This design comes from an exercise in tuning for small area and a short achievable clock period on the open sky130 flow, not from production work. Function was checked by simulation only, so behaviour that the tests miss may differ from the original.

// fixed_point_alu
module fixed_point_alu (
    input clk,
    input rst,
    input [1:0] op,
    input signed [15:0] a,
    input signed [15:0] b,
    output signed [23:0] out,
    output overflow
);
    wire sub = op[0];
    wire [16:0] bx = {b[15], b} ^ {17{sub}};
    wire [17:0] acy;
    wire [16:0] addsub;
    assign acy[0] = sub;
    genvar ai;
    generate for (ai = 0; ai < 17; ai = ai + 1) begin : asum
        wire xa = (ai == 16) ? a[15] : a[ai];
        assign addsub[ai] = xa ^ bx[ai] ^ acy[ai];
        assign acy[ai+1] = (xa & bx[ai]) | (xa & acy[ai]) | (bx[ai] & acy[ai]);
    end endgenerate
    wire [16:0] bb = {b, 1'b0};
    wire [16:0] ax = {a[15], a};
    wire [17:0] ax2 = {a[15], a, 1'b0};
    wire bone0 = bb[1] ^ bb[0];
    wire btwo0 = (bb[2] & ~bb[1] & ~bb[0]) | (~bb[2] & bb[1] & bb[0]);
    wire bneg0 = bb[2];
    wire [16:0] bpp0 = ({17{bone0}} & ax | {17{btwo0}} & ax2[16:0]) ^ {17{bneg0}};
    wire bone1 = bb[3] ^ bb[2];
    wire btwo1 = (bb[4] & ~bb[3] & ~bb[2]) | (~bb[4] & bb[3] & bb[2]);
    wire bneg1 = bb[4];
  ...
Settings: LEC_CHECK=0, ABC_AREA=1, CAP_MARGIN=20, CORE_MARGIN=2, CORE_UTILIZATION=40, SLEW_MARGIN=20; clock period 60.0 ns.
run.sh (not shown) runs the stock make flow with config.mk's settings and CLKGATE_MAP_FILE= SYNTH_SCRIPT=/design/flow/synth_recipe.tcl, a recipe that flattens the netlist after the stock synthesis.
Then changed:
--- a/flow/design.v
+++ b/flow/design.v
@@ -348,61 +348,61 @@
     wire [10:0] d1_rn13 = q1[13] ? d1_r13_t[10:0] : d1_p13;
     wire [14:0] d1_rem13 = {4'd0, d1_rn13[10:0]};
     wire [11:0] d1_p12 = {d1_rem13[10:0], N[12]};
     wire [12:0] d1_r12_t = {1'b0, d1_p12} + {1'b1, E[11:0]} + cin;
     assign q1[12] = (&E[15:12]) & ~d1_r12_t[12];
     wire [11:0] d1_rn12 = q1[12] ? d1_r12_t[11:0] : d1_p12;
     wire [14:0] d1_rem12 = {3'd0, d1_rn12[11:0]};
     wire [12:0] d1_p11 = {d1_rem12[11:0], N[11]};
     wire [13:0] d1_r11_t = {1'b0, d1_p11} + {1'b1, E[12:0]} + cin;
     assign q1[11] = (&E[15:13]) & ~d1_r11_t[13];
     wire [12:0] d1_rn11 = q1[11] ? d1_r11_t[12:0] : d1_p11;
     wire [14:0] d1_rem11 = {2'd0, d1_rn11[12:0]};
+    wire [13:0] d1_p10 = {d1_rem11[12:0], N[10]};
+    wire [14:0] d1_r10_t = {1'b0, d1_p10} + {1'b1, E[13:0]} + cin;
+    assign q1[10] = (&E[15:14]) & ~d1_r10_t[14];
+    wire [13:0] d1_rn10 = q1[10] ? d1_r10_t[13:0] : d1_p10;
+    wire [14:0] d1_rem10 = {1'd0, d1_rn10[13:0]};
     reg [1:0] op_r;
     reg [23:0] res_r;   
     reg [14:0] e_r;     
     reg cin_r, a15_r;
-    reg [3:0] remh_r;   
-    reg [2:0] n_r;     
+    reg [4:0] remh_r;   
+    reg [1:0] n_r;     
     always @(posedge clk or posedge rst) begin
         if (rst) begin
             op_r <= 2'd0;
             res_r <= 24'd0;
         end else begin
             op_r <= op;
             case (op)
                 2'b00, 2'b01: res_r <= {{7{addsub[16]}}, addsub};
                 2'b10: res_r <= prod[31:8];
-                default: res_r <= {q1[23:11], d1_rem11[10:0]};
+                default: res_r <= {q1[23:10], d1_rem10[9:0]};
             endcase
         end
     end
     always @(posedge clk) begin
         e_r <= E[14:0];
         cin_r <= cin;
         a15_r <= a[15];
-        n_r <= na[2:0];
-        remh_r <= d1_rem11[14:11];
+        n_r <= na[1:0];
+        remh_r <= d1_rem10[14:10];
     end
     wire [15:0] E2 = {1'b1, e_r};
-    wire [14:0] rem2 = {remh_r, res_r[10:0]};
-    wire [23:0] N2 = {13'd0, n_r, 8'd0};
+    wire [14:0] rem2 = {remh_r, res_r[9:0]};
+    wire [23:0] N2 = {14'd0, n_r, 8'd0};
     wire [23:0] q;
-    assign q[23:11] = res_r[23:11];
-    wire [13:0] d2_p10 = {rem2[12:0], N2[10]};
-    wire [14:0] d2_r10_t = {1'b0, d2_p10} + {1'b1, E2[13:0]} + cin_r;
-    assign q[10] = (&E2[15:14]) & ~d2_r10_t[14];
-    wire [13:0] d2_rn10 = q[10] ? d2_r10_t[13:0] : d2_p10;
-    wire [14:0] d2_rem10 = {1'd0, d2_rn10[13:0]};
-    wire [14:0] d2_p9 = {d2_rem10[13:0], N2[9]};
+    assign q[23:10] = res_r[23:10];
+    wire [14:0] d2_p9 = {rem2[13:0], N2[9]};
     wire [15:0] d2_r9_t = {1'b0, d2_p9} + {1'b1, E2[14:0]} + cin_r;
     assign q[9] = (&E2[15:15]) & ~d2_r9_t[15];
     wire [14:0] d2_rn9 = q[9] ? d2_r9_t[14:0] : d2_p9;
     wire [14:0] d2_rem9 = d2_rn9[14:0];
     wire [15:0] d2_p8 = {d2_rem9[14:0], N2[8]};
     wire [16:0] d2_r8_t = {1'b0, d2_p8} + {1'b1, E2[15:0]} + cin_r;
     assign q[8] = 1'b1 & ~d2_r8_t[16];
     wire [15:0] d2_rn8 = q[8] ? d2_r8_t[15:0] : d2_p8;
     wire [14:0] d2_rem8 = d2_rn8[14:0];
     wire [15:0] d2_p7 = {d2_rem8[14:0], N2[7]};
     wire [16:0] d2_r7_t = {1'b0, d2_p7} + {1'b1, E2[15:0]} + cin_r;
     assign q[7] = 1'b1 & ~d2_r7_t[16];
Effect: Wire length went down by 2.0%; first-iteration DRC count fell by 10%; setup slack loses 0.41 ns; hold slack degrades by 0.17 ns; via count goes down by 1.2%; synthesized cell count falls by 0.77%; utilization climbs by 0.43 points; die area falls by 1.2%; maximum frequency shrinks by 1.0%.

-- static timing again, ports no longer ideal --
No port has a modelled driver above. Below, the same layouts with a new extraction and two added sets of constraints. Step 1 (the two cells are an assumption about what drives the block):
set clk [get_ports {clk}]
set_driving_cell -lib_cell sky130_fd_sc_hd__clkbuf_16 $clk
set_driving_cell -lib_cell sky130_fd_sc_hd__buf_2 [delete_from_list [all_inputs] $clk]
Step 2 times the ports against the registers' clock, not the clock port: input delays grow and output delays shrink by t, the midpoint of the rising clock arrivals with the driver on. a / b / c = ideal / step 1 / step 2; a / b = the first two.
run	t (ns)	setup slack, ns	clock arrival spread, ns	worst register clock-pin slew, ns	pins driven straight from the clock port
the first run	0.329	19.781 / 19.741 / 20.070	0.014 / 0.015	0.07 / 0.07	1
the second run	0.326	19.369 / 19.385 / 19.059	0.016 / 0.016	0.07 / 0.07	1
After both steps setup and hold are still met in every run listed. For the second run, which loses most, drivers alone change the setup slack by +0.016 ns; drivers and shift together by -0.310 ns.
